Source: an optimization exercise on an open RTL-to-GDS flow (aim: small area, a short achievable clock period and few clock cycles per item). Production flows keep margins and buffers that such runs may drop.
Function was checked by simulation only, so behaviour that the tests miss may differ from the original.

run B:
==> flow/design.v (excerpt) <==
module net_proc (
    input logic clk,
    input logic start,
    output logic done,
    output logic [3:0] max_idx_10,
    input logic ext_mem_rst,
    input logic ext_mem_we,
    input logic [7:0] ext_mem_wdata,
    output logic [12:0] inst_addr,
    input logic [237:0] inst_data,
    output logic res_valid,
    output logic [7:0] res_data
);
    logic       we_q;
    logic [7:0] px_q;
    always_ff @(posedge clk) begin
        we_q <= ext_mem_we;
        px_q <= ext_mem_wdata;
    end
    logic [4:0] wp_j, wp_j_n;     
    logic [4:0] wp_ch, wp_ch_n;   
    logic       res1_wr;          
    logic [8:0] res1_hd;          
    logic       load_done;
    always_comb begin
        wp_j_n = wp_j;
        wp_ch_n = wp_ch;
        if (ext_mem_rst) begin
            wp_j_n = 0;
            wp_ch_n = 0;
        end else if (we_q) begin
            if (wp_j == 26) begin
                wp_j_n = 0;
                wp_ch_n = wp_ch + 1;
            end else begin
                wp_j_n = wp_j + 1;
            end
        end
    end
    always_ff @(posedge clk) begin
        wp_j <= wp_j_n;
        wp_ch <= wp_ch_n;
        if (ext_mem_rst) load_done <= 1'b0;
        else if (we_q && wp_ch == 29) load_done <= 1'b1;
    end
    logic [26:0] wp_oh, rs_oh;
    logic [3:0] pk_oh;          
    logic [4:0] rk_oh;          
    always_ff @(posedge clk) begin
        for (int j = 0; j < 27; j++) wp_oh[j] <= (wp_j_n == j);
        for (int k = 0; k < 4; k++) pk_oh[k] <= (wp_ch_n[1:0] == k);
        if (ext_mem_rst) begin
            rs_oh <= 27'd1;
            rk_oh <= 5'd1;
        end else if (res1_wr) begin
            rs_oh <= {rs_oh[25:0], rs_oh[26]};
            if (rs_oh[26]) rk_oh <= {rk_oh[3:0], rk_oh[4]};
        end
    end
    logic [7:0] p783, p9;
    always_ff @(posedge clk) begin
        if (we_q && wp_ch == 29) p783 <= px_q;
        if (we_q && wp_ch == 0 && wp_j == 9) p9 <= px_q;
    end
    logic [4:0][26:0][8:0] hid;
    logic [8:0] hw_d;
    logic [4:0] hw_row;
    logic [26:0] hw_col;
    assign hw_row = ({5{we_q}} & {1'b0, pk_oh}) | ({5{res1_wr}} & rk_oh);
    assign hw_col = ({27{we_q}} & wp_oh) | ({27{res1_wr}} & rs_oh);
    assign hw_d = we_q ? {1'b0, px_q} : res1_hd;
    generate
  ...
For scale: ~23000 cells after synthesis, ~300000 um^2 of cells after synthesis.
==> flow/config.mk <==
export PLATFORM = sky130hd
export DESIGN_NAME = net_proc
export DESIGN_NICKNAME = net_proc
export VERILOG_FILES = /design/flow/design.v
export SDC_FILE = /design/flow/constraint.sdc
export NUM_CORES = 8
export LEC_CHECK = 0
export ABC_AREA = 1
export CAP_MARGIN = 20
export CORE_MARGIN = 2
export CORE_UTILIZATION = 55
export SLEW_MARGIN = 20
export SYNTH_MEMORY_MAX_BITS = 16384
==> flow/constraint.sdc <==
create_clock -name core_clock -period 10.0 [get_ports {clk}]
set_input_delay 2.0000 -clock core_clock [delete_from_list [all_inputs] [get_ports {clk}]]
set_output_delay 2.0000 -clock core_clock [all_outputs]
set_load 0.01 [all_outputs]
standard.sh (not shown) runs the stock make flow with config.mk's settings and CLKGATE_MAP_FILE= SYNTH_SCRIPT=/design/flow/synth_recipe.tcl, a recipe that flattens the netlist after the stock synthesis.
==> flow/flow/run.sh <==
#!/bin/bash
set -euo pipefail
MARGIN=${MARGIN:-6.5}
CTS="-sink_clustering_enable -repair_clock_nets -sink_clustering_size 18 -sink_clustering_max_diameter 50 -sink_clustering_buffer sky130_fd_sc_hd__clkbuf_8 -dont_use_dummy_load"
DONT=$(awk '/^export DONT_USE_CELLS \+=/ {on=1; sub(/^export DONT_USE_CELLS \+=/, "")}
           on {c = ($0 ~ /\\$/); sub(/\\$/, ""); printf "%s ", $0; if (!c) on=0}' \
       "$FLOW_HOME/platforms/$FLOW_PLATFORM/config.mk" | tr -s ' ')
DONT="$DONT sky130_fd_sc_hd__clkinvlp_2 sky130_fd_sc_hd__clkinvlp_4"
W=$(pwd)
R=$W/orfs/results/$FLOW_PLATFORM/net_proc/base
bash standard.sh "$R/1_2_yosys.v" > "$W/synth.log" 2>&1
cp "$R/1_2_yosys.v" "$W/1_2_yosys.std.v"
python3 flow/fapol.py "$W/1_2_yosys.std.v" "$W/1_2_yosys.pol.v" > "$W/fapol.log" 2>&1
cp "$W/1_2_yosys.pol.v" "$R/1_2_yosys.v"
echo "DONT_USE_CELLS=$DONT" > "$W/dont_use.log"
bash standard.sh "SETUP_SLACK_MARGIN=$MARGIN" "CTS_ARGS=$CTS" "DONT_USE_CELLS=$DONT" \
    "BUFFER_PORTS_ARGS=-buffer_cell sky130_fd_sc_hd__buf_4" finish > "$W/finish.log" 2>&1
Other scripts of this flow, unchanged in this note and not shown: flow/flow/fapol.py
Testbench counts of run B, summed over its fixed seeds: cycles 47,556, inferences 12.
Inputs modified between run B and run X:
--- a/flow/design.v
+++ b/flow/design.v
@@ -9284,30 +9284,30 @@
         for (int j = 0; j < 27; j++) begin
             lt_wp[j] <= j < wp_j_n;
             gt_wp[j] <= j > wp_j_n;
         end
         inj_last <= inj_active && ph_n1 == 28 && wp_ch == 29 && !ext_mem_rst;
         for (int j = 0; j < 27; j++)
             inj_q[j] <= inj_active && !ext_mem_rst &&
                         ((dq == 1) || (dq == 2) || (dq == 3) ||
                          (dq == 0 && lt_wp[j]) || (dq == 4 && gt_wp[j]));
     end
+    logic [3:0] phb_oh;         
+    always_ff @(posedge clk) begin
+        for (int k = 0; k < 4; k++)
+            phb_oh[k] <= ext_mem_rst ? (k == 0) : (ph_n1[1:0] == k);
+    end
     logic [26:0][7:0] hidB;      
     always_comb begin
-        for (int j = 0; j < 27; j++) begin
-            case (ph[1:0])
-                2'd0: hidB[j] = hid[0][j][7:0];
-                2'd1: hidB[j] = hid[1][j][7:0];
-                2'd2: hidB[j] = hid[2][j][7:0];
-                default: hidB[j] = hid[3][j][7:0];
-            endcase
-        end
+        for (int j = 0; j < 27; j++)
+            hidB[j] = ({8{phb_oh[0]}} & hid[0][j][7:0]) | ({8{phb_oh[1]}} & hid[1][j][7:0]) |
+                      ({8{phb_oh[2]}} & hid[2][j][7:0]) | ({8{phb_oh[3]}} & hid[3][j][7:0]);
     end
     always_ff @(posedge clk) begin
         for (int s = 0; s < 28; s++) ring[s] <= ring[s+1];
         for (int j = 0; j < 27; j++)
             ring[28][j] <= inj_q[j] ? hidB[j] : ring[0][j];
     end
     logic m_g, m_l1, m_l1b, m_l2, m_l2b;
     logic [4:0]  gc;        
     logic [4:0]  pc;        
     logic        g_run;
Results
- As far as sequential share of layout area is concerned, run X and run B perform about the same.
- Cmp run X and run B / minimum hold slack / lower: run B
- Between run X and run B, it is run X whose proportion of layout cells with a drive suffix above 1 is lower, by 0.30 points.
- Setup slack in run X is larger than in run B.
- Summary — insertion delay of the later-clocked pin in the worst-skew pair, run X relative to run B: lower, by 30 ps.
Testbench counts of run X, summed over its fixed seeds: cycles 47,556, inferences 12.

==> port drivers added, routing unchanged <==
No port has a modelled driver above. Below, the same layouts with a new extraction and two added sets of constraints.
Step 1 (the two cells are an assumption about what drives the block):
set clk [get_ports {clk}]
set_driving_cell -lib_cell sky130_fd_sc_hd__clkbuf_16 $clk
set_driving_cell -lib_cell sky130_fd_sc_hd__buf_2 [delete_from_list [all_inputs] $clk]
Step 2 moves the port delays by t, midway between the first and last clock arrival at a register: inputs arrive t later, outputs are due t later. That takes back most of the time a late clock gives input paths.
Three values: no drivers, after step 1, after step 2; two values: the first two.
run | shift t [ns] | setup WS [ns] | worst setup path after step 2
run B | 1.188 | 6.307 / 6.253 / 5.065 | input to register
run X | 1.165 | 6.370 / 6.198 / 5.033 | input to register
After both steps every run listed still meets setup and hold. The setup slack of run X, which loses most, moves by -0.172 ns with the drivers and by -1.337 ns with both steps.
